Source: an optimization exercise on an open RTL-to-GDS flow (aim: small area). Production flows keep margins and buffers that such runs may drop. The RTL was checked by simulation tests, not by an equivalence proof against the original design. No run shown here takes its clock network from TritonCTS; it comes from the design's own scripts or RTL. The clock port is modelled as an ideal driver, which makes a skipped or thinned clock tree look cheaper than it is; a real chip needs a root buffer or a tree. Power and IR drop assume default switching activity.

[flow/flow/run.sh]
#!/bin/bash
# The standard layout (standard.sh) with three changes:
#  - synthesis is the standard flow's script unchanged except that ABC maps the logic with
#    flow/abc_area.script (area-oriented mapping, no buffering or upsizing)
#    and no half/full adder cells are extracted before it (ABC maps them);
#  - the clock tree is built by flow/pre_cts.tcl (a root buffer and six
#    leaf buffers at the centres of k-means clusters of the flip-flops) in
#    place of clock_tree_synthesis;
#  - port buffers are buf_1 cells.
# Each tool's output is in the ORFS logs under orfs/logs; make's is in standard.log.
set -euo pipefail
here=$(pwd)
{
  echo 'proc abc {args} {'
  echo '  set i [lsearch -exact $args -script]'
  echo '  if { $i >= 0 } { lset args [expr {$i + 1}] '"$here"'/flow/abc_area.script }'
  echo '  set j [lsearch -exact $args -D]'
  echo '  if { $j >= 0 } { set args [lreplace $args $j [expr {$j + 1}]] }'
  echo '  yosys abc {*}$args'
  echo '}'
  echo 'proc extract_fa {args} {}'
  cat synth_recipe.tcl
} > my_synth.tcl
sed "s#SYNTH_SCRIPT=[^ ]*#SYNTH_SCRIPT=$here/my_synth.tcl#" standard.sh > my_standard.sh
grep -q "SYNTH_SCRIPT=$here/my_synth.tcl" my_standard.sh
export CTS_ARGS="-sink_clustering_enable -repair_clock_nets -dont_use_dummy_load"
export PRE_CTS_TCL="$here/flow/pre_cts.tcl"
export BUFFER_PORTS_ARGS="-buffer_cell sky130_fd_sc_hd__buf_1"
bash my_standard.sh > standard.log 2>&1
[flow/flow/abc_area.script]
strash; &get -n; &fraig -x; &dch -f; &nf -R 1000; &put; strash; &get -n; &dch -f; &nf -R 1000; &put; topo
[flow/flow/pre_cts.tcl]
# Clock tree built by hand in place of clock_tree_synthesis: the clock port
# drives one root buffer, which drives NLEAF leaf buffers, each placed at the
# centroid of a k-means cluster of the clock's sinks (flip-flop clock pins).
proc my_clock_tree { nleaf bufname rootname } {
  set block [ord::get_db_block]
  set clknet [$block findNet clk]
  set sinks {}
  foreach it [$clknet getITerms] {
    set inst [$it getInst]
    set bb [$inst getBBox]
    lappend sinks [list $it [expr {([$bb xMin] + [$bb xMax]) / 2}] [expr {([$bb yMin] + [$bb yMax]) / 2}]]
  }
  set n [llength $sinks]
  # k-means, seeded by sorting on x then taking evenly spaced sinks
  set sorted [lsort -integer -index 1 $sinks]
  set cents {}
  for {set k 0} {$k < $nleaf} {incr k} {
    set s [lindex $sorted [expr {int(($k + 0.5) * $n / $nleaf)}]]
    lappend cents [list [lindex $s 1] [lindex $s 2]]
  }
  for {set iter 0} {$iter < 30} {incr iter} {
    set assign {}
    foreach s $sinks {
      set best 0; set bd 1e30
      for {set k 0} {$k < $nleaf} {incr k} {
        lassign [lindex $cents $k] cx cy
        set d [expr {abs([lindex $s 1] - $cx) + abs([lindex $s 2] - $cy)}]
        if {$d < $bd} { set bd $d; set best $k }
      }
      lappend assign $best
    }
    set newc {}
    for {set k 0} {$k < $nleaf} {incr k} {
      set sx 0; set sy 0; set c 0
      foreach s $sinks a $assign { if {$a == $k} { set sx [expr {$sx + [lindex $s 1]}]; set sy [expr {$sy + [lindex $s 2]}]; incr c } }
      if {$c > 0} { lappend newc [list [expr {$sx / $c}] [expr {$sy / $c}]] } else { lappend newc [lindex $cents $k] }
    }
    set cents $newc
  }
  set master [[ord::get_db] findMaster $bufname]
  for {set k 0} {$k < $nleaf} {incr k} {
    set buf [odb::dbInst_create $block $master clkleaf_$k]
    lassign [lindex $cents $k] cx cy
    $buf setLocation [expr {int($cx)}] [expr {int($cy)}]
    $buf setPlacementStatus PLACED
    set net [odb::dbNet_create $block clk_leaf_$k]
    $net setSigType CLOCK
    [$buf findITerm A] connect $clknet
    [$buf findITerm X] connect $net
    foreach s $sinks a $assign {
      if {$a == $k} { set it [lindex $s 0]; $it disconnect; $it connect $net }
    }
  }
  # root buffer between the port and the leaves
  set rmaster [[ord::get_db] findMaster $rootname]
  set root [odb::dbInst_create $block $rmaster clkroot]
  set sx 0; set sy 0
  foreach c $cents { set sx [expr {$sx + [lindex $c 0]}]; set sy [expr {$sy + [lindex $c 1]}] }
  $root setLocation [expr {int($sx / $nleaf)}] [expr {int($sy / $nleaf)}]
  $root setPlacementStatus PLACED
  set rnet [odb::dbNet_create $block clk_root]
  $rnet setSigType CLOCK
  for {set k 0} {$k < $nleaf} {incr k} {
    set it [[$block findInst clkleaf_$k] findITerm A]
    $it disconnect
    $it connect $rnet
  }
  [$root findITerm A] connect $clknet
  [$root findITerm X] connect $rnet
  $clknet setSigType CLOCK
}

proc clock_tree_synthesis { args } {
  my_clock_tree 6 sky130_fd_sc_hd__clkbuf_8 sky130_fd_sc_hd__clkbuf_4
  set_propagated_clock [all_clocks]
}
[flow/standard.sh]
#!/bin/bash
# synth_recipe.tcl (not shown) runs the flow's synth.tcl, then flattens the netlist and writes it again
# the make line also repeats each setting of config.mk as NAME=value (left out here)
make -C /OpenROAD-flow-scripts/flow DESIGN_CONFIG=/design/flow/config.mk WORK_HOME=/design/flow/orfs CLKGATE_MAP_FILE= SYNTH_SCRIPT=/design/flow/synth_recipe.tcl "${@:-finish}"
[flow/config.mk]
export PLATFORM = sky130hd
export DESIGN_NAME = controller
export DESIGN_NICKNAME = controller
export VERILOG_FILES = /design/flow/design.v
export SDC_FILE = /design/flow/constraint.sdc
export NUM_CORES = 4
export LEC_CHECK = 0
export ABC_AREA = 1
export CAP_MARGIN = 20
export CORE_MARGIN = 2
export CORE_UTILIZATION = 65
export SLEW_MARGIN = 20
[flow/constraint.sdc]
create_clock -name core_clock -period 10.0 [get_ports {clk}]
set_input_delay 2.0000 -clock core_clock [delete_from_list [all_inputs] [get_ports {clk}]]
set_output_delay 2.0000 -clock core_clock [all_outputs]
set_load 0.01 [all_outputs]
[flow/design.v]
`timescale 1ns / 1ps
module recieve(
input rxd,
input clk,
input ce,
input rst,
output reg [7:0] word,
output word_on_line);
reg [7:0] shift;
reg [3:0] state;
assign word_on_line = (state == 4'd15);
always @(posedge clk)
    if (ce)
        begin
            if (rst)
                state <= 4'd11;
            else if (state[3] == 1'b0)
                state <= state + 4'd1;
            else if (state == 4'd8)
                state <= rxd ? 4'd15 : 4'd8;
            else
                state <= rxd ? 4'd11 : 4'd0;
        end
always @(posedge clk)
    if (ce && state[3] == 1'b0)
        shift <= {rxd, shift[7:1]};
always @(posedge clk)
    if (ce)
        begin
            if (rst)
                word <= 8'd0;
            else if (state == 4'd8 && rxd)
                word <= shift;
        end
endmodule
`timescale 1ns / 1ps
module transmit(
input clk,
input ce,
input rst,
input connection_status,
output transmit_ready,
output last_step,
output start_bit,
output data_bit,
output [2:0] bit_index
);
reg [4:0] state;
assign transmit_ready = (state == 5'd4);
assign last_step = (state == 5'd28);
assign start_bit = (state == 5'd7);
assign data_bit = (state[4:3] == 2'b01);
assign bit_index = state[2:0];
always @(posedge clk)
    if (ce)
        begin
            if (rst || !connection_status || last_step)
                state <= 5'd4;
            else
                state <= state + 5'd1;
        end
endmodule
`timescale 1ns / 1ps
module echo_mode(
input clk,
input ce,
input rst,
input SW,
input rxd,
output txd,
output [7:0] word
);
reg connection_status;
reg [9:0] counter;
reg [7:0] data;
wire word_on_line;
wire transmit_ready;
wire start_bit;
wire data_bit;
wire [2:0] bit_index;
recieve rx (
    .rxd(rxd),
    .clk(clk),
    .ce(ce),
    .rst(rst),
    .word(word),
    .word_on_line(word_on_line)
);
transmit tx (
    .clk(clk),
    .ce(ce),
    .rst(rst),
    .connection_status(connection_status),
    .transmit_ready(transmit_ready),
    .last_step(),
    .start_bit(start_bit),
    .data_bit(data_bit),
    .bit_index(bit_index)
);
assign txd = !(start_bit || (data_bit && !data[bit_index]));
always @(posedge clk)
    if (ce && transmit_ready && connection_status)
        data <= word;
always @(posedge clk)
    if (ce)
        begin
            if (rst)
                connection_status <= 1'b0;
            else if (!SW)
                begin
                    if (word_on_line)
                        connection_status <= 1'b1;
                    else if (transmit_ready && counter[9:1] != 9'd0)
                        connection_status <= 1'b0;
                end
        end
always @(posedge clk)
    if (ce && !rst && !SW)
        counter <= word_on_line ? 10'd1 : {counter[8:0], counter[9] ^ counter[6] ^ (counter[8:0] == 9'd0)};
endmodule
`timescale 1ns / 1ps
module message_mode(
input clk,
input ce,
input rst,
input SW,
output txd
);
reg p;
reg [9:0] hi;
reg [3:0] lo;
reg adv;
wire at_end = !p && (hi == 10'b1000010111) && (lo == 4'd4);    
wire connection_status = p && (lo != 4'd0) && (lo != 4'd12) && (lo != 4'd8);    
wire transmit_ready = !p || (hi[4:0] == 5'd4);
wire last_step = (hi[4:0] == 5'd28);        
wire start_bit = (hi[4:0] == 5'd7);
wire data_bit = (hi[4:3] == 2'b01);
wire step = SW && (transmit_ready || at_end);
wire carry = step && (lo == 4'd8);         
reg rom;
always @*
    case ({lo, hi[2:0]})
        7'b0001011: rom = 1'b1;
        7'b0001101: rom = 1'b1;
        7'b0001110: rom = 1'b1;
        7'b0010000: rom = 1'b1;
        7'b0010010: rom = 1'b1;
        7'b0010101: rom = 1'b1;
        7'b0010110: rom = 1'b1;
        7'b0011010: rom = 1'b1;
        7'b0011011: rom = 1'b1;
        7'b0011101: rom = 1'b1;
        7'b0011110: rom = 1'b1;
        7'b0100000: rom = 1'b1;
        7'b0100001: rom = 1'b1;
        7'b0100010: rom = 1'b1;
        7'b0100011: rom = 1'b1;
        7'b0100101: rom = 1'b1;
        7'b0100110: rom = 1'b1;
        7'b0101010: rom = 1'b1;
        7'b0101011: rom = 1'b1;
        7'b0101101: rom = 1'b1;
        7'b0101110: rom = 1'b1;
        7'b0110000: rom = 1'b1;
        7'b0110001: rom = 1'b1;
        7'b0110010: rom = 1'b1;
        7'b0110011: rom = 1'b1;
        7'b0110101: rom = 1'b1;
        7'b0110110: rom = 1'b1;
        7'b0111010: rom = 1'b1;
        7'b0111101: rom = 1'b1;
        7'b0111110: rom = 1'b1;
        7'b1001001: rom = 1'b1;
        7'b1001100: rom = 1'b1;
        7'b1001101: rom = 1'b1;
        7'b1001110: rom = 1'b1;
        7'b1010000: rom = 1'b1;
        7'b1010001: rom = 1'b1;
        7'b1010010: rom = 1'b1;
        7'b1010100: rom = 1'b1;
        7'b1010101: rom = 1'b1;
        7'b1010110: rom = 1'b1;
        7'b1011010: rom = 1'b1;
        7'b1011011: rom = 1'b1;
        7'b1011101: rom = 1'b1;
        7'b1011110: rom = 1'b1;
        7'b1101101: rom = 1'b1;
        7'b1111000: rom = 1'b1;
        7'b1111101: rom = 1'b1;
        default: rom = 1'b0;
    endcase
assign txd = !(p && (start_bit || (data_bit && !rom)));
always @(posedge clk)
    if (ce && transmit_ready && connection_status)
        adv <= SW;
reg [3:0] lo_next;
always @*
    case (lo)
        4'd0: lo_next = 4'd1;
        4'd1: lo_next = 4'd2;
        4'd2: lo_next = 4'd5;
        4'd3: lo_next = 4'd7;
        4'd4: lo_next = 4'd9;
        4'd5: lo_next = 4'd11;
        4'd6: lo_next = 4'd13;
        4'd7: lo_next = 4'd15;
        4'd8: lo_next = 4'd0;
        4'd9: lo_next = 4'd3;
        4'd10: lo_next = 4'd4;
        4'd11: lo_next = 4'd6;
        4'd12: lo_next = 4'd8;
        4'd13: lo_next = 4'd10;
        4'd14: lo_next = 4'd12;
        4'd15: lo_next = 4'd14;
    endcase
wire load_defer = transmit_ready && connection_status && (lo != 4'd14);    
always @(posedge clk)
    if (ce)
        begin
            if (rst)
                lo <= (SW && transmit_ready) ? 4'd1 : 4'd0;
            else if (SW && at_end)
                lo <= 4'd0;
            else if ((SW && transmit_ready && !load_defer) || (connection_status && last_step && adv))
                lo <= lo_next;
        end
always @(posedge clk)
    if (ce)
        begin
            if (rst || (SW && at_end))
                begin
                    p <= 1'b1;
                    hi <= 10'd4;
                end
            else if (carry)
                begin
                    p <= 1'b0;
                    hi <= {hi[8:0], ~(hi[9] ^ hi[6])};
                end
            else if (p)
                begin
                    if (!connection_status || last_step)
                        hi[4:0] <= 5'd4;
                    else
                        hi[4:0] <= hi[4:0] + 5'd1;
                end
        end
endmodule
`timescale 1ns / 1ps
module controller(
input clk,
input SW,
input rst,
input rxd,
output reg txd,
output [7:0] LD
);
reg [6:0] div;
wire tick = (div == 7'b1110001);
wire txd_1;
wire txd_2;
always @(posedge clk)
    if (rst)
        div <= 7'b1110001;
    else
        div <= {div[5:0], div[6] ^ div[5] ^ tick};
echo_mode echo(
    .clk(clk),
    .ce(tick),
    .rst(rst),
    .SW(SW),
    .rxd(rxd),
    .word(LD),
    .txd(txd_1)
);
message_mode msg(
    .clk(clk),
    .ce(tick),
    .rst(rst),
    .SW(SW),
    .txd(txd_2)
);
always @(posedge clk)
    if (rst)
        txd <= 1'b1;
    else
        txd <= SW ? txd_2 : txd_1;
endmodule
==> impl_metrics.toml, run 1 <==
[outcome]
status = "no timing/DRC/antenna violations"

[synth]
syn_inst = 229
syn-num-nets = 233
synth-edff-count = 60
syn_avg_cell_area_um2 = 12.69
seq_area_frac_synth = 0.6753
synth_cell_type_count = 38
synth-main-ff-cell = "edfxtp_1"
synth_warnings = 5
syn-cell-area_um2 = 2905
ys_ff_latch = 68
async_reset_ff_frac = 0

[setup_path]
crit_start = "SW"
worstReg2RegStart = "msg.hi[1]"
slowest_stage = "a31oi_1"
crit_required_ns = 10.12
r2r_slack_ns = 7.39
r2r_cells = 7
r2r-end = "msg.hi[0]"
worstPathArrival_ns = 3.66
cp-end-kind = "flop"
max_stage_delay_ns = 0.54
path_buf_inv = 2
path_class = "in2reg"
path_cells = "buf_1 > nor4bb_1 > a31oi_1 > clkinv_1 > nor3_1 > nor2_1"
critPathTopFamily = "simple AND/OR/NAND/NOR gates"
crit_fanout = 9
worst_setup_path_start_kind = "input pin"

[drt]
vias = 1895
antenna_left = 0
met3WireLength_um = 329
post-route-drc-count = 0
drt_pass1_iterations = 4
viasPerCell = 6.275
wl_met2_mm = 2.401
first_iter_violations = 141
routedWlPerCell_um = 16.68
routed.top_layer = "met4"
drt-met1-wl_mm = 2.230
wl_mm = 5.036

[cells_and_area]
drive_above_1_share = 0.04400
nets = 256
fillCellCount = 288
area.sequential_um2 = 1962
diodes = 0
area_growth_pct = 7.321
final_area_um2 = 3118
final_common_cell = "edfxtp_1"
final_util = 0.7211
multiInputGateArea_um2 = 928.4
most-common-layout-cells = "edfxtp_1 (60), nor2_1 (28), a21oi_1 (15), and2_0 (15), nor2b_1 (14)"

[timing]
worst_pin_slew_ns = 0.6803
hold_viol_final = 0
max_clock_freq_ghz = 0.2823
setup_viol = 0
finClkSkew_ns = 0.02690
rsz0062_at_grt = "false"
tns_ns = 0
worst_slack_ns = 6.458
drv_slew = 0
max_slew_margin = 0.5448
layout_min_cycle_time_ns = 3.542
min_period_over_period = 0.3542
fin_hold_ws_ns = 0.4518

[global_route]
grt_first_pass_wirelength_mm = 8.459
grt_max_degree = 30
grt_pass1_vias = 1830
antenna_found_initial = 0
overflow = 0
gr-usage-all-layers = 0.2077

[clocking]
cts_setup_buffers = 0
clk_pin_slew_ns = 0.07
ctsResizeCount = 0
insertion_delay_ns = 0.40
hold_buffers = 0

[hold_path]
holdPathStages = 0
hold_start = "echo.rx.word[3]"
hold_class = "reg2reg"
min_to = "echo.data[3]"

[placed_design]
port_buffers = 12
place_area_um2 = 3028
place_ws_ns = 6.135
dp_hpwl_mm = 3.605
gp_congestion = 0.9562

[die]
design.core.area_um2 = 4324
die_w_um = 70.86
die_h_um = 70.86
io-pin-count = 13
rows = 24
initial_core_util = 0.6719
die_area_um2 = 5020

[power]
p_per_area_nw_per_um2 = 157.5
leakage_nw = 0.9848
vdd_drop_max_mv = 0.1244

[job]
maxCapViolations = 0
==> synthesized netlist by cell type, drive strengths merged (2+ instances only) <==
| master | instances | share of area |
|---|---|---|
| a211oi | 2 | 0.0052 |
| and2 | 15 | 0.032 |
| o31ai | 2 | 0.0052 |
| nor4 | 3 | 0.0065 |
| dfxtp | 8 | 0.055 |
| nor2 | 28 | 0.036 |
| nor3 | 8 | 0.014 |
| o21ai | 8 | 0.014 |
| o21bai | 2 | 0.0052 |
| a22oi | 3 | 0.0078 |
| edfxtp | 60 | 0.62 |
| nand2 | 11 | 0.014 |
| nor2b | 14 | 0.030 |
| a21oi | 15 | 0.026 |
| xor2 | 3 | 0.0090 |
| mux4 | 2 | 0.016 |
| and3 | 4 | 0.0086 |
| nor4b | 2 | 0.0060 |
| nand3b | 3 | 0.0078 |
| xnor2 | 3 | 0.0090 |
| clkinv | 4 | 0.0052 |
| or2 | 4 | 0.0086 |
| nand4 | 2 | 0.0043 |
| nand3 | 6 | 0.010 |
| or3 | 3 | 0.0065 |
| o22ai | 2 | 0.0043 |
==> through the flow <==
step / total power (W) / cells
final: 0.0004912 / 302
after global placement: 0.0003588 / 294
after CTS: 0.0004951 / 302
after floorplan: 0.0003502 / 229
after detailed placement: 0.0003612 / 295
after global routing: 0.0005122 / 302
==> worst max path at each step <==
stage / end / slack [ns] / cells past startpoint
5_1_grt: msg.hi[3] / 6.27 / 6
6_report: msg.hi[3] / 6.46 / 6
3_3_place_gp: msg.hi[4] / 6.27 / 6
2_1_floorplan: msg.hi[0] / 6.63 / 5
4_1_cts: msg.hi[0] / 6.57 / 6
3_5_place_dp: msg.hi[0] / 6.14 / 6
==> kinds of logic (layout without fill, tap and decap cells) <==
family,count (synthesis),after routing,synth area share
mux,3,3,0.01895
buf+inv,4,25,0.005166
compound gates,41,41,0.08613
xor+xnor,6,6,0.01809
flops,68,68,0.6753
simple gates,107,107,0.1964
==> cell type report <==
cell class / count / share of cell area
sequential: 68 / 0.6292
inverter: 4 / 0.004815
multi-input combinational: 157 / 0.2978
tap: 52 / 0.02087
buffer: 7 / 0.02889
timing repair buffer: 14 / 0.01846
==> state kept, by name (all words and copies together) (netlist names) <==
name	flops
msg.lo	4
echo.tx.state	5
echo.rx.word	8
echo.rx.shift	8
echo.data	8
txd	1
echo.counter	10
echo.connection_status	1
msg.p	1
msg.adv	1
msg.hi	10
div	7
echo.rx.state	4
==> where the power goes <==
| group | switching [W] | internal, W |
|---|---|---|
| Combinational | 0.0000182 | 0.0000109 |
| Clock | 0.0000782 | 0.0000578 |
| Sequential | 0.00000795 | 0.000318 |
==> per-layer routing <==
| layer | track usage | up-vias |
|---|---|---|
| met5 | 0 | - |
| met4 | 0.04822 | 0 |
| met3 | 0.03704 | 8 |
| met2 | 0.3468 | 67 |
| met1 | 0.2903 | 916 |
| li1 | - | 904 |
==> inputs of run 2 (changes only) <==
--- a/flow/design.v
+++ b/flow/design.v
@@ -128,7 +128,7 @@
 );
-reg p;
 reg [9:0] hi;
+wire p = (hi[9:5] == 5'd0);                 
 reg [3:0] lo;
 reg adv;
-wire at_end = !p && (hi == 10'b1000010111) && (lo == 4'd4);    
+wire at_end = (hi == 10'b1000001101) && (lo == 4'd4);    
 wire connection_status = p && (lo != 4'd0) && (lo != 4'd12) && (lo != 4'd8);    
@@ -231,18 +231,15 @@
             if (rst || (SW && at_end))
-                begin
-                    p <= 1'b1;
-                    hi <= 10'd4;
-                end
+                hi[4:0] <= 5'd4;
             else if (carry)
-                begin
-                    p <= 1'b0;
-                    hi <= {hi[8:0], ~(hi[9] ^ hi[6])};
-                end
+                hi[4:0] <= hi[4:0] + 5'd1;
             else if (p)
-                begin
-                    if (!connection_status || last_step)
-                        hi[4:0] <= 5'd4;
-                    else
-                        hi[4:0] <= hi[4:0] + 5'd1;
-                end
+                hi[4:0] <= (!connection_status || last_step) ? 5'd4 : hi[4:0] + 5'd1;
+        end
+always @(posedge clk)
+    if (ce)
+        begin
+            if (rst || (SW && at_end))
+                hi[9:5] <= 5'd0;
+            else if (carry && (p || hi[4:0] == 5'd31))
+                hi[9:5] <= {hi[8:5], ~(hi[9] ^ hi[7])};
         end
==> run 2 against run 1 <==
Against the previous run:
- sequential share of layout area fell by 0.36 points
- utilization fell by 0.20 points
- design area fell by 0.96%
- sequential power fell by 2%
- combinational power fell by 7.9%
==> impl_metrics.toml, run 2 <==
[timing]
worst_slack_ns = 5.994
worst_pin_slew_ns = 0.8198
max_clock_freq_ghz = 0.2496
tns_ns = 0
layout_min_cycle_time_ns = 4.006
rsz0062_at_grt = "false"
min_period_over_period = 0.4006
hold_viol_final = 0
setup_viol = 0
drv_slew = 0
max_slew_margin = 0.4498
finClkSkew_ns = 0.04040

[synth]
seq_area_frac_synth = 0.6725
synth-main-ff-cell = "edfxtp_1"
synth-edff-count = 59
syn-cell-area_um2 = 2873
ys_ff_latch = 67
async_reset_ff_frac = 0
synth_area_leaders = "edfxtp_1 (62%), dfxtp_1 (5.6%), and2_0 (3.9%)"
synth_warnings = 5
synth_cell_type_count = 38
syn_avg_cell_area_um2 = 12.77
synthTopCellsByCount = "edfxtp_1 (59), nor2_1 (25), and2_0 (18)"
yosysMostFrequentCell = "edfxtp_1"
yosysTopAreaCell = "edfxtp_1"
syn-num-nets = 229
syn_inst = 225
yosysTopAreaCellShare = 0.6167

[cells_and_area]
drive_above_1_share = 0.04472
final_common_cell = "edfxtp_1"
stdcell_count = 298
fillCellCount = 284
area_growth_pct = 7.491
nets = 252
diodes = 0
reg.largest.list = "echo.counter: 10 flops, msg.hi: 10 flops"
area.sequential_um2 = 1932
multiInputGateArea_um2 = 929.6
most-common-layout-cells = "edfxtp_1 (59), nor2_1 (25), and2_0 (18), nor2b_1 (16), buf_1 (12)"

[hold_path]
hold_class = "reg2reg"

[setup_path]
slowest_stage = "a311oi_1"
path_cells = "buf_1 > nand3_1 > nor4_1 > a41oi_1 > and2_0 > a311oi_1"
worst_setup_path_start_kind = "input pin"
worstPathArrival_ns = 3.99
path_class = "in2reg"
crit_fanout = 11
max_stage_delay_ns = 0.69
crit_required_ns = 9.99
cp-end-kind = "flop"

[die]
design.core.area_um2 = 4294
io-pin-count = 13
die_w_um = 70.48
initial_core_util = 0.6690
rows = 24
die_area_um2 = 4967
die_h_um = 70.48

[global_route]
grt_pass1_vias = 1806
met2_usage = 0.3543
use_met1 = 0.2693
grt_util_met3 = 0.02453
gr-usage-all-layers = 0.2022
overflow = 0
antenna_found_initial = 0
grt_first_pass_wirelength_mm = 8.204
grt_max_degree = 30
busiest_layer = "met2"

[placed_design]
place_inst = 291
port_buffers = 12
dp_hpwl_mm = 3.490
place_ws_ns = 5.633
gp_congestion = 0.8772

[drt]
drt_pass1_iterations = 5
antenna_left = 0
viasPerCell = 6.433
vias = 1917
first_iter_violations = 146
post-route-drc-count = 0
routedWlPerCell_um = 16.70
wl_mm = 4.978

[job]
maxCapViolations = 0

[outcome]
status = "no timing/DRC/antenna violations"

[clocking]
ctsResizeCount = 0
insertion_delay_ns = 0.40
cts_setup_buffers = 0
hold_buffers = 0
clk_pin_slew_ns = 0.08

[power]
leakage_nw = 0.9558
vdd_drop_max_mv = 0.09876
p_total_w = 0.0004829
p_per_area_nw_per_um2 = 156.4
==> run 2: layout make-up <==
type | instances | area share
flip-flops and latches | 67 | 0.6256
multi-input cells | 155 | 0.3011
plain buffers | 7 | 0.02917
well taps | 52 | 0.02107
repair buffers | 14 | 0.01945
inverters | 3 | 0.003647
==> run 2: metrics by stage <==
stage,hold WS [ns],cell area [um2],util
after floorplan,0.4149,2873,-
after global routing,0.4647,3088,0.7191
after CTS,0.4505,3088,0.7191
final,0.4464,3088,0.7191
after global placement,0.4286,2998,0.6981
after detailed placement,0.4299,2998,0.6981
==> run 2: where the power goes <==
part	switching [W]	internal (W)
sequential	0.00000791	0.000313
clock	0.0000777	0.0000577
combinational	0.0000165	0.0000103
==> run 2: final timing paths <==
kind,from,endpoint,slack (ns),cells past startpoint
setup reg to reg,msg.lo[2],msg.hi[5],7.07,6
hold reg to reg,echo.rx.shift[1],echo.rx.shift[0],0.45,0
hold / removal,echo.rx.shift[1],echo.rx.shift[0],0.45,0
setup / recovery,SW,msg.hi[5],5.99,6
==> run 2: worst max-delay path, delay by kind of cell <==
family                 cells  cell delay [ns]
AOI/OAI and AO/OA          2             1.08
buffers and inverters      1             0.25
and+or+nand+nor            3             0.67
==> run 2: kinds of logic after synthesis <==
kind of cell | synth area share
AND/OR/NAND/NOR | 0.2078
flip-flops | 0.6725
multiplexers | 0.01916
buffers and inverters | 0.003920
XOR/XNOR | 0.01830
AO/OA/AOI/OAI | 0.07841
==> run 2: layer usage <==
layer,up-vias,wire [um]
li1,891,-
met1,924,2040
met2,90,2461
met3,12,378
met4,0,98
met5,-,0
==> inputs of run 3 (changes only) <==
--- a/flow/design.v
+++ b/flow/design.v
@@ -40,5 +40,5 @@
 input rst,
-input connection_status,
+input connect,       
+input drop,          
 output transmit_ready,
-output last_step,
 output start_bit,
@@ -49,3 +49,2 @@
 assign transmit_ready = (state == 5'd4);
-assign last_step = (state == 5'd28);
 assign start_bit = (state == 5'd7);
@@ -56,5 +55,7 @@
         begin
-            if (rst || !connection_status || last_step)
+            if (rst || (transmit_ready && drop))
+                state <= 5'd3;
+            else if (state == 5'd28)
                 state <= 5'd4;
-            else
+            else if (state != 5'd3 || connect)
                 state <= state + 5'd1;
@@ -72,3 +73,2 @@
 );
-reg connection_status;
 reg [9:0] counter;
@@ -92,5 +92,5 @@
     .rst(rst),
-    .connection_status(connection_status),
+    .connect(!SW && word_on_line),
+    .drop(!SW && !word_on_line && counter[9:1] != 9'd0),
     .transmit_ready(transmit_ready),
-    .last_step(),
     .start_bit(start_bit),
@@ -101,17 +101,4 @@
 always @(posedge clk)
-    if (ce && transmit_ready && connection_status)
+    if (ce && transmit_ready)
         data <= word;
-always @(posedge clk)
-    if (ce)
-        begin
-            if (rst)
-                connection_status <= 1'b0;
-            else if (!SW)
-                begin
-                    if (word_on_line)
-                        connection_status <= 1'b1;
-                    else if (transmit_ready && counter[9:1] != 9'd0)
-                        connection_status <= 1'b0;
-                end
-        end
 always @(posedge clk)
==> run 3 against run 2 <==
Against the previous run:
- critical path type unchanged
- via count fell by 2.7%
- power fell by 1.4%
- first-iteration DRC count rose by 34%
- setup slack gained 0.39 ns
- design area decreased by 0.65%
- sequential share of layout area down 0.57 points
- area after synthesis fell by 0.70%
- sequential power is 2% lower
- clock skew down 0.024 ns
- worst hold slack got worse by 0.0045 ns
- synthesized cell count up 2.2%
- clock power hardly changed
==> impl_metrics.toml, run 3 <==
[synth]
synth_warnings = 5
syn_inst = 230
synthTopCellsByCount = "edfxtp_1 (58), nor2_1 (24), and2_0 (17)"
synth-main-ff-cell = "edfxtp_1"
syn-cell-area_um2 = 2853
synth_area_leaders = "edfxtp_1 (61%), dfxtp_1 (5.6%), and2_0 (3.7%)"
syn-num-nets = 234
yosysMostFrequentCell = "edfxtp_1"
yosysTopAreaCell = "edfxtp_1"
syn_avg_cell_area_um2 = 12.40
synth-edff-count = 58
seq_area_frac_synth = 0.6667
synth_cell_type_count = 37
ys_ff_latch = 66
yosysTopAreaCellShare = 0.6105
async_reset_ff_frac = 0

[setup_path]
worstReg2RegStart = "msg.hi[4]"
path_buf_inv = 1
crit_cells = 5
max_stage_delay_ns = 0.65
crit_fanout = 8
r2r_slack_ns = 7.03
worstPathArrival_ns = 3.61
crit_required_ns = 10.00
worst_setup_path_start_kind = "input pin"
critPathTopFamily = "compound AO/OA/AOI/OAI gates"
r2r-end = "msg.hi[5]"
crit_start = "SW"
cp-end-kind = "flop"
cp-endpoint = "msg.hi[5]"
path_cells = "buf_1 > a21boi_0 > nand3_1 > and2_0 > a211oi_1"
slowest_stage = "a211oi_1"
r2r_cells = 7
path_class = "in2reg"

[cells_and_area]
reg.largest.list = "echo.counter: 10 flops, msg.hi: 10 flops"
fillCellCount = 306
multiInputGateArea_um2 = 939.7
final_common_cell = "edfxtp_1"
diodes = 0
drive_above_1_share = 0.04382
area.sequential_um2 = 1902
area_growth_pct = 7.544
nets = 257
most-common-layout-cells = "edfxtp_1 (58), nor2_1 (24), and2_0 (17), nor2b_1 (16), nand2_1 (14)"

[drt]
routedWlPerCell_um = 16.26
met3WireLength_um = 290
drt_pass1_iterations = 5
post-route-drc-count = 0
vias = 1866
wl_mm = 4.927
drt-met1-wl_mm = 2.084
antenna_left = 0
viasPerCell = 6.158
routed.top_layer = "met4"
wl_met2_mm = 2.417
first_iter_violations = 196

[die]
die_w_um = 70.25
design.core.area_um2 = 4294
io-pin-count = 13
die_area_um2 = 4935
rows = 24
initial_core_util = 0.6643
die_h_um = 70.25

[hold_path]
hold_class = "reg2reg"

[clocking]
insertion_delay_ns = 0.38
ctsResizeCount = 0
clk_pin_slew_ns = 0.07
cts_setup_buffers = 0
hold_buffers = 0

[placed_design]
dp_hpwl_mm = 3.558
port_buffers = 12
gp_congestion = 0.9152

[job]
maxCapViolations = 0

[timing]
setup_viol = 0
tns_ns = 0
finClkSkew_ns = 0.01689
drv_slew = 0
max_slew_margin = 0.4906
hold_viol_final = 0
rsz0062_at_grt = "false"
min_period_over_period = 0.3612
fin_hold_ws_ns = 0.4419
layout_min_cycle_time_ns = 3.612
worst_pin_slew_ns = 0.7595
max_clock_freq_ghz = 0.2769

[global_route]
gr-usage-all-layers = 0.2052
grt_pass1_vias = 1807
antenna_found_initial = 0
overflow = 0
grt_first_pass_wirelength_mm = 8.355
grt_max_degree = 29

[power]
p_per_area_nw_per_um2 = 155.2
vdd_drop_max_mv = 0.1090
leakage_nw = 0.9547

[outcome]
status = "no timing/DRC/antenna violations"
[run 3: metal layers]
| metal | vias to the layer above | track usage |
|---|---|---|
| li1 | 904 | - |
| met1 | 874 | 0.2798 |
| met2 | 72 | 0.3522 |
| met3 | 16 | 0.02453 |
| met4 | 0 | 0.05342 |
| met5 | - | 0 |
[run 3: per-stage QoR]
stage	power (W)	setup WS (ns)	utilization	std cells	area (um2)
2_1_floorplan	0.0003382	6.572	-	230	2853
3_3_place_gp	0.0003462	6.163	0.6935	296	2978
3_5_place_dp	0.0003486	6.016	0.6935	296	2978
4_1_cts	0.0004792	6.412	0.7145	303	3068
5_1_grt	0.0004946	6.275	0.7145	303	3068
6_report	0.0004760	6.388	0.7145	303	3068
[run 3: logic make-up after synthesis]
family	share of synthesized area
multiplexers	0.01930
XOR/XNOR	0.01228
AO/OA/AOI/OAI	0.08728
buffers and inverters	0.003947
flip-flops	0.6667
AND/OR/NAND/NOR	0.2105
[run 3: worst min-delay path by stage]
stage	cells past startpoint	start	to	slack (ns)
6_report	0	echo.rx.word[1]	echo.data[1]	0.44
5_1_grt	0	echo.rx.word[0]	echo.data[0]	0.45
4_1_cts	0	echo.rx.word[0]	echo.data[0]	0.45
3_5_place_dp	0	echo.rx.shift[7]	echo.rx.shift[6]	0.43
3_3_place_gp	0	echo.rx.shift[1]	echo.rx.shift[0]	0.43
2_1_floorplan	1	div[4]	div[5]	0.41
[run 3: area by class of cell]
| cell class | instances | area share |
|---|---|---|
| Tap cell | 52 | 0.02121 |
| Buffer | 7 | 0.02936 |
| Sequential cell | 66 | 0.6199 |
| Multi-Input combinational cell | 161 | 0.3063 |
| Inverter | 3 | 0.003670 |
| Timing Repair Buffer | 14 | 0.01958 |
[run 3: power breakdown]
group | leakage, nW | switching, W | internal, W
sequential | 0.593 | 0.00000775 | 0.000308
combinational | 0.314 | 0.0000167 | 0.0000101
clock | 0.0477 | 0.0000753 | 0.0000579
[run 3: worst reg2reg max path: cells and delay by family, from the launching register on]
family,cells,cell delay [ns]
compound gates,2,0.94
flops,1,0.44
simple gates,5,1.22
==> inputs of run 4 (changes only) <==
--- a/flow/design.v
+++ b/flow/design.v
@@ -7,6 +7,6 @@
 output reg [7:0] word,
-output word_on_line);
-reg [7:0] shift;
-reg [3:0] state;
-assign word_on_line = (state == 4'd15);
+output reg word_on_line);
+reg [8:0] shift;
+wire idle = (shift == 9'd0);
+wire full = shift[0];            
 always @(posedge clk)
@@ -15,13 +15,16 @@
             if (rst)
-                state <= 4'd11;
-            else if (state[3] == 1'b0)
-                state <= state + 4'd1;
-            else if (state == 4'd8)
-                state <= rxd ? 4'd15 : 4'd8;
-            else
-                state <= rxd ? 4'd11 : 4'd0;
-        end
-always @(posedge clk)
-    if (ce && state[3] == 1'b0)
-        shift <= {rxd, shift[7:1]};
+                shift <= 9'd0;
+            else if (idle)
+                begin
+                    if (!rxd)
+                        shift <= 9'b100000000;
+                end
+            else if (!full)
+                shift <= {rxd, shift[8:1]};
+            else if (rxd)
+                shift <= 9'd0;
+        end
+always @(posedge clk)
+    if (ce)
+        word_on_line <= !rst && full && rxd;
 always @(posedge clk)
@@ -31,4 +34,4 @@
                 word <= 8'd0;
-            else if (state == 4'd8 && rxd)
-                word <= shift;
+            else if (full && rxd)
+                word <= shift[8:1];
         end
==> run 4 against run 3 <==
Against the previous run:
- global-route usage increased by 1.2 points
- design area decreased by 1.3%
- clock power about the same
- routed wire length increased by 4.3%
- critical endpoint is now msg.hi[8]
- fmax increased by 3.3%
- area after synthesis decreased by 1.4%
- setup slack improved by 0.11 ns
- sequential cell count decreased by 2
- largest cell class unchanged
- combinational power increased by 8.9%
- synthesized cell count decreased by 0.87%
==> impl_metrics.toml, run 4 <==
[outcome]
status = "no timing/DRC/antenna violations"

[drt]
post-route-drc-count = 0
routedWlPerCell_um = 17.24
first_iter_violations = 146
drt_pass1_iterations = 4
vias = 1902
viasPerCell = 6.383
wl_mm = 5.138
antenna_left = 0

[hold_path]
hold_class = "reg2reg"
hold_start = "echo.rx.word[3]"
min_to = "echo.data[3]"
holdPathStages = 0

[setup_path]
slowest_stage = "a311oi_1"
worstPathArrival_ns = 3.50
max_stage_delay_ns = 0.66
r2r_slack_ns = 7.07
cp-end-kind = "flop"
path_cells = "buf_1 > a31oi_1 > and2_0 > a311oi_1"
r2r-end = "msg.hi[8]"
path_class = "in2reg"
worstReg2RegStart = "msg.hi[4]"
worst_setup_path_start_kind = "input pin"
crit_fanout = 11
r2r_cells = 6
crit_required_ns = 10.01

[global_route]
use_met1 = 0.3011
grt_util_met3 = 0.02616
met2_usage = 0.3767
antenna_found_initial = 0
busiest_layer = "met2"
grt_max_degree = 31
overflow = 0
grt_first_pass_wirelength_mm = 8.749
gr-usage-all-layers = 0.2167
grt_pass1_vias = 1857

[synth]
synthTopCellsByCount = "edfxtp_1 (56), nor2b_1 (30), nor2_1 (27)"
syn-cell-area_um2 = 2811
yosysTopAreaCellShare = 0.5981
synth-edff-count = 56
syn_inst = 228
synth_warnings = 5
ys_ff_latch = 64
synth-main-ff-cell = "edfxtp_1"
yosysMostFrequentCell = "edfxtp_1"
synth_area_leaders = "edfxtp_1 (60%), nor2b_1 (6.7%), dfxtp_1 (5.7%)"
yosysTopAreaCell = "edfxtp_1"
synth_cell_type_count = 38
syn-num-nets = 232
syn_avg_cell_area_um2 = 12.33
async_reset_ff_frac = 0
seq_area_frac_synth = 0.6551

[timing]
rsz0062_at_grt = "false"
tns_ns = 0
hold_viol_final = 0
finClkSkew_ns = 0.01531
min_period_over_period = 0.3497
layout_min_cycle_time_ns = 3.497
drv_slew = 0
max_slew_margin = 0.4777
setup_viol = 0
max_clock_freq_ghz = 0.2859
worst_pin_slew_ns = 0.7782
worst_slack_ns = 6.503

[die]
die_h_um = 69.77
design.core.area_um2 = 4086
io-pin-count = 13
initial_core_util = 0.6880
die_area_um2 = 4867
rows = 23
die_w_um = 69.77

[cells_and_area]
final_common_cell = "edfxtp_1"
final_util = 0.7407
nets = 254
reg.largest.list = "echo.counter: 10 flops, msg.hi: 10 flops, echo.rx.shift: 9 flops"
most-common-layout-cells = "edfxtp_1 (56), nor2b_1 (30), nor2_1 (27), nand2_1 (15), buf_1 (12)"
area_growth_pct = 7.655
diodes = 0
drive_above_1_share = 0.04839

[job]
maxCapViolations = 0

[power]
vdd_drop_max_mv = 0.1196
p_per_area_nw_per_um2 = 155.6
leakage_nw = 0.9714

[clocking]
clk_pin_slew_ns = 0.07
ctsResizeCount = 0
hold_buffers = 0
insertion_delay_ns = 0.39
cts_setup_buffers = 0

[placed_design]
place_ws_ns = 6.133
gp_congestion = 0.8395
dp_hpwl_mm = 3.711
port_buffers = 12
## run 4: cell count changes after synthesis, moves of 2 or more
cell	before	now
a211o_1	0	2
a21oi_1	13	7
and2_0	17	8
edfxtp_1	58	56
nand2b_1	2	4
nor2_1	24	27
nor2b_1	16	30
nor3_1	12	7
o21ai_0	11	6
o31a_1	0	2
## run 4: worst max-delay path: cells and delay by family
| family | cells | cell delay, ns |
|---|---|---|
| simple gates | 1 | 0.25 |
| buf+inv | 1 | 0.25 |
| compound gates | 2 | 0.99 |
## run 4: through the flow
stage / total power [W] / std cells / hold slack [ns] / instance area [um2]
2_1_floorplan: 0.0003317 / 228 / 0.4149 / 2811
3_3_place_gp: 0.0003404 / 291 / 0.4298 / 2927
3_5_place_dp: 0.0003431 / 291 / 0.4380 / 2927
4_1_cts: 0.0004732 / 298 / 0.4429 / 3017
5_1_grt: 0.0004910 / 298 / 0.4673 / 3027
6_report: 0.0004710 / 298 / 0.4440 / 3027
## run 4: how the worst max path moves through the flow
stage,start,end,slack [ns],cells after the start
after floorplan,SW,msg.hi[5],6.69,4
after global placement,rst,echo.rx.shift[4],6.27,5
after detailed placement,rst,echo.rx.shift[4],6.13,5
after CTS,rst,echo.rx.shift[2],6.54,5
after global routing,SW,msg.hi[5],6.38,4
final,SW,msg.hi[8],6.50,4
## run 4: layer usage
layer  share of wire  vias to the layer above
met5               0                        -
met2            0.50                       54
met3           0.053                       11
met4           0.019                        0
met1            0.42                      940
li1                -                      897
## run 4: layout make-up
type | count | area, um2
Multi-Input combinational cell | 161 | 968.4
Sequential cell | 64 | 1842
Inverter | 3 | 11.26
Timing Repair Buffer | 13 | 52.55
Buffer | 7 | 90.09
Fill cell | 282 | 1060
Tap cell | 50 | 62.56
## run 4: kinds of logic after synthesis
group | Yosys count | synth area share
AND/OR/NAND/NOR | 119 | 0.2243
multiplexers | 3 | 0.02003
AO/OA/AOI/OAI | 34 | 0.08100
buffers and inverters | 3 | 0.004005
XOR/XNOR | 5 | 0.01558
flip-flops | 64 | 0.6551
## run 4: report_power, final
group | switching [W] | internal, W | leakage [nW]
Combinational | 0.0000179 | 0.0000113 | 0.344
Sequential | 0.00000859 | 0.000300 | 0.580
Clock | 0.0000752 | 0.0000579 | 0.0477
Total | 0.000102 | 0.000369 | 0.971
==> inputs of run 5 (changes only) <==
--- a/flow/design.v
+++ b/flow/design.v
@@ -30,9 +30,4 @@
 always @(posedge clk)
-    if (ce)
-        begin
-            if (rst)
-                word <= 8'd0;
-            else if (full && rxd)
-                word <= shift[8:1];
-        end
+    if (ce && (rst || (full && rxd)))
+        word <= shift[8:1];
 endmodule
==> run 5 against run 4 <==
Against the previous run:
- sequential power about the same
- synthesized cell count is 3.1% lower
- design area is 1.7% lower
- die area fell by 1.6%
- clock power hardly changed
- sequential cell count unchanged
- register-to-register slack better by 0.31 ns
- via count fell by 5.6%
- routed wire length decreased by 7.5%
- utilization down 0.77 points
- largest cell class unchanged
- largest power group unchanged
- highest routed layer unchanged
==> impl_metrics.toml, run 5 <==
[outcome]
status = "no timing/DRC/antenna violations"

[cells_and_area]
final_area_um2 = 2974
most-common-layout-cells = "edfxtp_1 (56), nor2_1 (27), nor2b_1 (21), and2_0 (15), nand2_1 (13)"
final_common_cell = "edfxtp_1"
reg.largest.list = "echo.counter: 10 flops, msg.hi: 10 flops, echo.rx.shift: 9 flops"
nets = 247
diodes = 0
fillCellCount = 285
area_growth_pct = 7.605
drive_above_1_share = 0.04564

[die]
io-pin-count = 13
die_w_um = 69.21
die_h_um = 69.21
design.core.area_um2 = 4058
initial_core_util = 0.6812
die_area_um2 = 4790
rows = 23

[clocking]
insertion_delay_ns = 0.39
clk_pin_slew_ns = 0.06
hold_buffers = 0
cts_setup_buffers = 0
ctsResizeCount = 0

[hold_path]
min_to = "echo.data[6]"
hold_start = "echo.rx.word[6]"
holdPathStages = 0
hold_class = "reg2reg"

[synth]
syn_avg_cell_area_um2 = 12.51
yosysTopAreaCell = "edfxtp_1"
synth-main-ff-cell = "edfxtp_1"
seq_area_frac_synth = 0.6664
yosysTopAreaCellShare = 0.6084
syn-cell-area_um2 = 2764
synth-edff-count = 56
yosysMostFrequentCell = "edfxtp_1"
syn-num-nets = 225
synth_area_leaders = "edfxtp_1 (61%), dfxtp_1 (5.8%), nor2b_1 (4.8%)"
synth_cell_type_count = 38
async_reset_ff_frac = 0
synthTopCellsByCount = "edfxtp_1 (56), nor2_1 (27), nor2b_1 (21)"
ys_ff_latch = 64
synth_warnings = 5
syn_inst = 221

[timing]
setup_viol = 0
min_period_over_period = 0.3772
worst_pin_slew_ns = 0.8044
max_slew_margin = 0.4608
tns_ns = 0
layout_min_cycle_time_ns = 3.772
hold_viol_final = 0
max_clock_freq_ghz = 0.2651
finClkSkew_ns = 0.02592
rsz0062_at_grt = "false"
drv_slew = 0
fin_hold_ws_ns = 0.4560

[placed_design]
gp_congestion = 0.8409
dp_hpwl_mm = 3.411
port_buffers = 12
place_area_um2 = 2879

[setup_path]
cp-end-kind = "flop"
worstPathArrival_ns = 3.77
worstReg2RegStart = "msg.hi[1]"
r2r_cells = 6
worst_setup_path_start_kind = "input pin"
r2r_slack_ns = 7.38
r2r-end = "msg.hi[5]"
path_class = "in2reg"
crit_required_ns = 10.00
crit_fanout = 10

[drt]
post-route-drc-count = 0
viasPerCell = 6.168
first_iter_violations = 115
vias = 1795
routedWlPerCell_um = 16.33
antenna_left = 0
wl_mm = 4.753
drt_pass1_iterations = 4

[global_route]
gr-usage-all-layers = 0.1959
grt_pass1_vias = 1726
antenna_found_initial = 0
grt_first_pass_wirelength_mm = 7.831
grt_max_degree = 24
overflow = 0

[power]
p_per_area_nw_per_um2 = 157.1
vdd_drop_max_mv = 0.1195
leakage_nw = 0.9373

[job]
maxCapViolations = 0
## run 5: metrics by stage
step / setup WS, ns / power, W / util / cells
2_1_floorplan: 6.493 / 0.0003307 / - / 221
3_3_place_gp: 6.049 / 0.0003387 / 0.7095 / 284
3_5_place_dp: 5.937 / 0.0003412 / 0.7095 / 284
4_1_cts: 6.296 / 0.0004693 / 0.7317 / 291
5_1_grt: 6.041 / 0.0004857 / 0.7330 / 291
6_report: 6.228 / 0.0004672 / 0.7330 / 291
## run 5: worst max-delay path by stage
stage / startpoint / to / slack [ns]
floorplan: SW / msg.hi[5] / 6.49
global placement: SW / msg.hi[6] / 6.05
detailed placement: SW / msg.hi[6] / 5.94
CTS: SW / msg.hi[8] / 6.30
global route: SW / msg.hi[8] / 6.04
finish: SW / msg.hi[5] / 6.23
## run 5: cells by family after synthesis
kind of cell,count (synthesis),share of synthesized area
AND/OR/NAND/NOR,113,0.2146
buffers and inverters,4,0.005431
AO/OA/AOI/OAI,34,0.08420
XOR/XNOR,3,0.009508
flip-flops,64,0.6664
multiplexers,3,0.01992
## run 5: routing by layer
metal | global-route usage | share of wire
met2 | 0.3397 | 0.48
met3 | 0.03052 | 0.056
met5 | 0 | 0
met4 | 0.03486 | 0.0080
met1 | 0.2681 | 0.46
## run 5: report_power, final
group / internal [W] / switching, W / leakage [nW]
Combinational: 0.0000105 / 0.0000169 / 0.311
Sequential: 0.000300 / 0.00000842 / 0.578
Clock: 0.0000579 / 0.0000735 / 0.0477
Total: 0.000368 / 0.0000988 / 0.937
## run 5: cell type report
class                           count  area, um2  share of cell area
Sequential cell                    64       1842              0.6193
Multi-Input combinational cell    153      912.1              0.3067
Buffer                              7      90.09             0.03029
Tap cell                           50      62.56             0.02103
Timing Repair Buffer               13      52.55             0.01767
Inverter                            4      15.01            0.005048
## run 5: critical path, cell delays in order
cell and delay (ns):
buf_1 0.32, nand2_1 0.10, nor3_1 0.14, a31oi_1 0.28
and2_0 0.27, a311oi_1 0.66
==> inputs of run 6 (changes only) <==
--- a/flow/flow/run.sh
+++ b/flow/flow/run.sh
@@ -5,3 +5,3 @@
 #    and no half/full adder cells are extracted before it (ABC maps them);
-#  - the clock tree is built by flow/pre_cts.tcl (a root buffer and six
+#  - the clock tree is built by flow/pre_cts.tcl (a root buffer and four
 #    leaf buffers at the centres of k-means clusters of the flip-flops) in
--- a/flow/flow/pre_cts.tcl
+++ b/flow/flow/pre_cts.tcl
@@ -73,3 +73,3 @@
 proc clock_tree_synthesis { args } {
-  my_clock_tree 6 sky130_fd_sc_hd__clkbuf_8 sky130_fd_sc_hd__clkbuf_4
+  my_clock_tree 4 sky130_fd_sc_hd__clkbuf_8 sky130_fd_sc_hd__clkbuf_4
   set_propagated_clock [all_clocks]
==> run 6 against run 5 <==
Against the previous run:
- still clean on timing, DRC and antenna
- global-route usage fell by 0.063 points
- first-iteration DRC count down 3.5%
- sequential share of layout area rose by 0.58 points
- sequential cell count is the same
- die area unchanged
- power down 4.6%
- register-to-register slack improved by 0.03 ns
- clock power down 16%
==> impl_metrics.toml, run 6 <==
[timing]
finClkSkew_ns = 0.02255
max_slew_margin = 0.4700
rsz0062_at_grt = "false"
setup_viol = 0
max_clock_freq_ghz = 0.2654
layout_min_cycle_time_ns = 3.768
worst_pin_slew_ns = 0.7907
hold_viol_final = 0
min_period_over_period = 0.3768
worst_slack_ns = 6.232
drv_slew = 0
tns_ns = 0

[power]
vdd_drop_max_mv = 0.1134
power.share.combinational = 0.061
p_int_w = 0.0003511
power.switching_w = 0.00009476
clockPowerShare = 0.247
p_seq_frac = 0.691
p_per_area_nw_per_um2 = 151.3
p_sw_frac = 0.2125
leakage_nw = 0.9229

[drt]
routed.top_layer = "met4"
vias = 1793
wl_met2_mm = 2.239
post-route-drc-count = 0
drt_pass1_iterations = 4
met3WireLength_um = 248
drt-met1-wl_mm = 2.126
first_iter_violations = 111
routedWlPerCell_um = 16.34
antenna_left = 0
wl_mm = 4.723
viasPerCell = 6.204

[synth]
synth_area_leaders = "edfxtp_1 (61%), dfxtp_1 (5.8%), nor2b_1 (4.8%)"
syn_avg_cell_area_um2 = 12.51
synthTopCellsByCount = "edfxtp_1 (56), nor2_1 (27), nor2b_1 (21)"
yosysMostFrequentCell = "edfxtp_1"
syn-cell-area_um2 = 2764
synth-main-ff-cell = "edfxtp_1"
syn-num-nets = 225
synth_cell_type_count = 38
seq_area_frac_synth = 0.6664
yosysTopAreaCellShare = 0.6084
async_reset_ff_frac = 0
synth-edff-count = 56
yosysTopAreaCell = "edfxtp_1"
synth_warnings = 5
syn_inst = 221
ys_ff_latch = 64

[global_route]
grt_pass1_vias = 1720
gr-usage-all-layers = 0.1953
grt_first_pass_wirelength_mm = 7.803
overflow = 0
grt_max_degree = 24
antenna_found_initial = 0

[cells_and_area]
fillCellCount = 286
nets = 245
drive_above_1_share = 0.03766
final_common_cell = "edfxtp_1"
reg.largest.list = "echo.counter: 10 flops, msg.hi: 10 flops, echo.rx.shift: 9 flops"
area_growth_pct = 6.609
final_util = 0.7262
area.sequential_um2 = 1842
diodes = 0
most-common-layout-cells = "edfxtp_1 (56), nor2_1 (27), nor2b_1 (21), and2_0 (15), nand2_1 (13)"
multiInputGateArea_um2 = 912.1

[die]
die_h_um = 69.21
rows = 23
io-pin-count = 13
die_area_um2 = 4790
die_w_um = 69.21
design.core.area_um2 = 4058
initial_core_util = 0.6812

[clocking]
clk_pin_slew_ns = 0.11
ctsResizeCount = 0
hold_buffers = 0
insertion_delay_ns = 0.37
cts_setup_buffers = 0

[setup_path]
worstPathArrival_ns = 3.74
worst_setup_path_start_kind = "input pin"
max_stage_delay_ns = 0.65
crit_fanout = 10
path_class = "in2reg"
crit_required_ns = 9.97
path_buf_inv = 1
slowest_stage = "a311oi_1"
critPathTopFamily = "compound AO/OA/AOI/OAI gates"
path_cells = "buf_1 > nand2_1 > nor3_1 > a31oi_1 > and2_0 > a311oi_1"
cp-end-kind = "flop"

[hold_path]
hold_class = "reg2reg"

[placed_design]
gp_congestion = 0.8409
dp_hpwl_mm = 3.411
port_buffers = 12
place_ws_ns = 5.937

[job]
maxCapViolations = 0

[outcome]
status = "no timing/DRC/antenna violations"
-- run 6: kinds of logic (layout without fill, tap and decap cells) --
group / Yosys count / count (layout) / share of synthesized area
and+or+nand+nor: 113 / 113 / 0.2146
DFF: 64 / 64 / 0.6664
AOI/OAI and AO/OA: 34 / 34 / 0.08420
buffers and inverters: 4 / 22 / 0.005431
xor gates and xnor gates: 3 / 3 / 0.009508
muxes: 3 / 3 / 0.01992
-- run 6: final timing paths --
path | startpoint | slack [ns] | endpoint | cells after the start
setup / recovery | SW | 6.23 | msg.hi[7] | 6
hold / removal | echo.rx.shift[1] | 0.45 | echo.rx.word[0] | 0
setup reg to reg | msg.hi[1] | 7.41 | msg.hi[7] | 6
hold reg to reg | echo.rx.shift[1] | 0.45 | echo.rx.word[0] | 0
-- run 6: power by group through the flow --
stage                     Sequential [W]  Clock (W)  Combinational [W]
after detailed placement        0.000314          0          0.0000272
after floorplan                 0.000312          0          0.0000186
after global placement          0.000313          0          0.0000255
after CTS                       0.000308   0.000112          0.0000273
final                           0.000308   0.000110          0.0000273
after global routing            0.000310   0.000124          0.0000306
-- run 6: metal layers --
metal | up-vias | global-route usage
met4 | 0 | 0.04139
li1 | 879 | -
met2 | 56 | 0.3355
met5 | - | 0
met1 | 844 | 0.2722
met3 | 14 | 0.02326
-- run 6: layout make-up --
| type | count | area share |
|---|---|---|
| buffer | 5 | 0.02123 |
| inverter | 4 | 0.005096 |
| multi-input combinational | 153 | 0.3096 |
| sequential | 64 | 0.6251 |
| tap | 50 | 0.02123 |
| timing repair buffer | 13 | 0.01783 |
-- run 6: metrics by stage --
step | cell area, um2 | cells | hold WS [ns] | total power (W)
CTS | 2942 | 289 | 0.4485 | 0.0004470
global placement | 2879 | 284 | 0.4331 | 0.0003387
global route | 2947 | 289 | 0.4568 | 0.0004640
detailed placement | 2879 | 284 | 0.4368 | 0.0003412
finish | 2947 | 289 | 0.4486 | 0.0004459
floorplan | 2764 | 221 | 0.4149 | 0.0003307
-- run 6: worst register-to-register path, delay by kind of cell, from the launching register on --
family | cells | cell delay (ns)
AOI/OAI and AO/OA | 2 | 0.97
DFF | 1 | 0.52
and+or+nand+nor | 4 | 0.73
==> inputs of run 7 (changes only) <==
--- a/flow/flow/run.sh
+++ b/flow/flow/run.sh
@@ -5,3 +5,3 @@
 #    and no half/full adder cells are extracted before it (ABC maps them);
-#  - the clock tree is built by flow/pre_cts.tcl (a root buffer and four
+#  - the clock tree is built by flow/pre_cts.tcl (a root buffer and five
 #    leaf buffers at the centres of k-means clusters of the flip-flops) in
--- a/flow/flow/pre_cts.tcl
+++ b/flow/flow/pre_cts.tcl
@@ -73,3 +73,3 @@
 proc clock_tree_synthesis { args } {
-  my_clock_tree 4 sky130_fd_sc_hd__clkbuf_8 sky130_fd_sc_hd__clkbuf_4
+  my_clock_tree 5 sky130_fd_sc_hd__clkbuf_8 sky130_fd_sc_hd__clkbuf_4
   set_propagated_clock [all_clocks]
==> run 7 against run 6 <==
Against the previous run:
- still clean
- setup slack worse by 0.012 ns
- clock skew is 0.0081 ns higher
- routed wire length is 1.0% higher
- first-iteration DRC count is 14% lower
- critical path depth stayed put
==> impl_metrics.toml, run 7 <==
[setup_path]
r2r_slack_ns = 7.41
worstPathArrival_ns = 3.76
r2r-end = "msg.hi[5]"
path_class = "in2reg"
r2r_cells = 6
worstReg2RegStart = "msg.hi[1]"
worst_setup_path_start_kind = "input pin"
cp-end-kind = "flop"
crit_required_ns = 9.98
crit_fanout = 10

[hold_path]
min_to = "echo.data[6]"
holdPathStages = 0
hold_start = "echo.rx.word[6]"
hold_class = "reg2reg"

[synth]
syn_inst = 221
yosysTopAreaCellShare = 0.6084
yosysMostFrequentCell = "edfxtp_1"
synth_area_leaders = "edfxtp_1 (61%), dfxtp_1 (5.8%), nor2b_1 (4.8%)"
synth_cell_type_count = 38
syn-num-nets = 225
synth-edff-count = 56
yosysTopAreaCell = "edfxtp_1"
async_reset_ff_frac = 0
synth_warnings = 5
syn-cell-area_um2 = 2764
ys_ff_latch = 64
synth-main-ff-cell = "edfxtp_1"
seq_area_frac_synth = 0.6664
synthTopCellsByCount = "edfxtp_1 (56), nor2_1 (27), nor2b_1 (21)"
syn_avg_cell_area_um2 = 12.51

[timing]
setup_viol = 0
rsz0062_at_grt = "false"
min_period_over_period = 0.3781
max_slew_margin = 0.4694
layout_min_cycle_time_ns = 3.781
tns_ns = 0
finClkSkew_ns = 0.03068
worst_pin_slew_ns = 0.7916
worst_slack_ns = 6.219
drv_slew = 0
hold_viol_final = 0
max_clock_freq_ghz = 0.2645

[global_route]
antenna_found_initial = 0
overflow = 0
gr-usage-all-layers = 0.1969
grt_max_degree = 24
grt_first_pass_wirelength_mm = 7.852
grt_pass1_vias = 1713

[drt]
antenna_left = 0
viasPerCell = 6.128
post-route-drc-count = 0
vias = 1777
first_iter_violations = 95
drt_pass1_iterations = 4
routedWlPerCell_um = 16.45
wl_mm = 4.770

[die]
rows = 23
design.core.area_um2 = 4058
initial_core_util = 0.6812
die_w_um = 69.21
io-pin-count = 13
die_area_um2 = 4790
die_h_um = 69.21

[power]
leakage_nw = 0.9301
power.switching_w = 0.00009723
p_per_area_nw_per_um2 = 154.3
clockPowerShare = 0.265
p_int_w = 0.0003597
p_sw_frac = 0.2128
p_seq_frac = 0.675
vdd_drop_max_mv = 0.1147
power.share.combinational = 0.060

[outcome]
status = "no timing/DRC/antenna violations"

[clocking]
insertion_delay_ns = 0.38
hold_buffers = 0
cts_setup_buffers = 0
ctsResizeCount = 0
clk_pin_slew_ns = 0.09

[cells_and_area]
area_growth_pct = 7.107
diodes = 0
most-common-layout-cells = "edfxtp_1 (56), nor2_1 (27), nor2b_1 (21), and2_0 (15), nand2_1 (13)"
fillCellCount = 284
final_area_um2 = 2960
nets = 246
stdcell_count = 290
drive_above_1_share = 0.04167
reg.largest.list = "echo.counter: 10 flops, msg.hi: 10 flops, echo.rx.shift: 9 flops"
final_common_cell = "edfxtp_1"

[job]
maxCapViolations = 0

[placed_design]
place_inst = 284
port_buffers = 12
place_ws_ns = 5.937
gp_congestion = 0.8409
place_area_um2 = 2879
dp_hpwl_mm = 3.411
-- run 7: cell counts after synthesis --
No cell type changed its count.
-- run 7: cells by family after synthesis --
kind of cell	count (synthesis)	share of synthesized area
mux	3	0.01992
flops	64	0.6664
buf+inv	4	0.005431
simple gates	113	0.2146
xor+xnor	3	0.009508
compound gates	34	0.08420
-- run 7: worst max-delay path by stage --
stage,startpoint,endpoint,depth (start not counted)
global placement,SW,msg.hi[6],6
global route,SW,msg.hi[8],6
CTS,SW,msg.hi[8],6
finish,SW,msg.hi[5],6
detailed placement,SW,msg.hi[6],6
floorplan,SW,msg.hi[5],5
-- run 7: power groups by stage --
stage	registers (W)	clock network, W	logic (W)
floorplan	0.000312	0	0.0000186
global placement	0.000313	0	0.0000255
detailed placement	0.000314	0	0.0000272
CTS	0.000308	0.000124	0.0000273
global route	0.000310	0.000136	0.0000307
finish	0.000308	0.000121	0.0000274
-- run 7: stage by stage --
stage / utilization / power [W] / hold slack, ns
2_1_floorplan: - / 0.0003307 / 0.4149
5_1_grt: 0.7296 / 0.0004759 / 0.4775
6_report: 0.7296 / 0.0004569 / 0.4607
4_1_cts: 0.7283 / 0.0004600 / 0.4666
3_5_place_dp: 0.7095 / 0.0003412 / 0.4368
3_3_place_gp: 0.7095 / 0.0003387 / 0.4331
-- run 7: routing by layer --
| metal | GRT usage | wire length, um | part of all wire | vias to the layer above |
|---|---|---|---|---|
| li1 | - | - | - | 878 |
| met1 | 0.2681 | 2109 | 0.44 | 830 |
| met2 | 0.3376 | 2284 | 0.48 | 59 |
| met3 | 0.03052 | 290 | 0.061 | 10 |
| met4 | 0.04575 | 85 | 0.018 | 0 |
| met5 | 0 | 0 | 0 | - |
-- run 7: critical path, cell delays in order --
cell	delay, ns
buf_1	0.32
nand2_1	0.10
nor3_1	0.14
a31oi_1	0.27
and2_0	0.27
a311oi_1	0.66
-- run 7: cell type report --
class	instances	area, um2	share of cell area
sequential	64	1842	0.6221
buffer	6	76.32	0.02578
multi-input combinational	153	912.1	0.3081
tap	50	62.56	0.02113
inverter	4	15.01	0.005072
timing repair buffer	13	52.55	0.01775

## afterwards: timing with drivers on the ports
The results above use ideal ports. As a check the final layouts listed here were re-extracted and re-timed, cells and wires unchanged.
Step 1: set_driving_cell puts a clkbuf_16 on clk and a buf_2 on each other input, an assumption about the parent block.
Step 2 adds t to the input delays and takes it off the output delays; t is the mean of the earliest and latest rising clock arrival at the registers after step 1. Input paths then give back, and output paths get back, about the clock's delay inside the block.
Slacks: no drivers / after step 1 / after step 2; pairs: no drivers / after step 1.
| run | t, ns | setup WS [ns] | slew at the worst register clock pin (ns) |
|---|---|---|---|
| run 1 | 0.409 | 6.458 / 6.464 / 6.055 | 0.08 / 0.08 |
| run 2 | 0.404 | 5.994 / 5.997 / 5.593 | 0.09 / 0.09 |
| run 3 | 0.397 | 6.388 / 6.385 / 5.989 | 0.08 / 0.08 |
| run 4 | 0.406 | 6.503 / 6.496 / 6.090 | 0.08 / 0.08 |
| run 5 | 0.401 | 6.228 / 6.230 / 5.829 | 0.09 / 0.09 |
| run 6 | 0.379 | 6.232 / 6.234 / 5.855 | 0.11 / 0.11 |
| run 7 | 0.390 | 6.219 / 6.224 / 5.835 | 0.09 / 0.09 |
After both steps setup and hold are still met in every run listed. For run 4, which loses most, drivers alone change the setup slack by -0.007 ns; drivers and shift together by -0.413 ns.
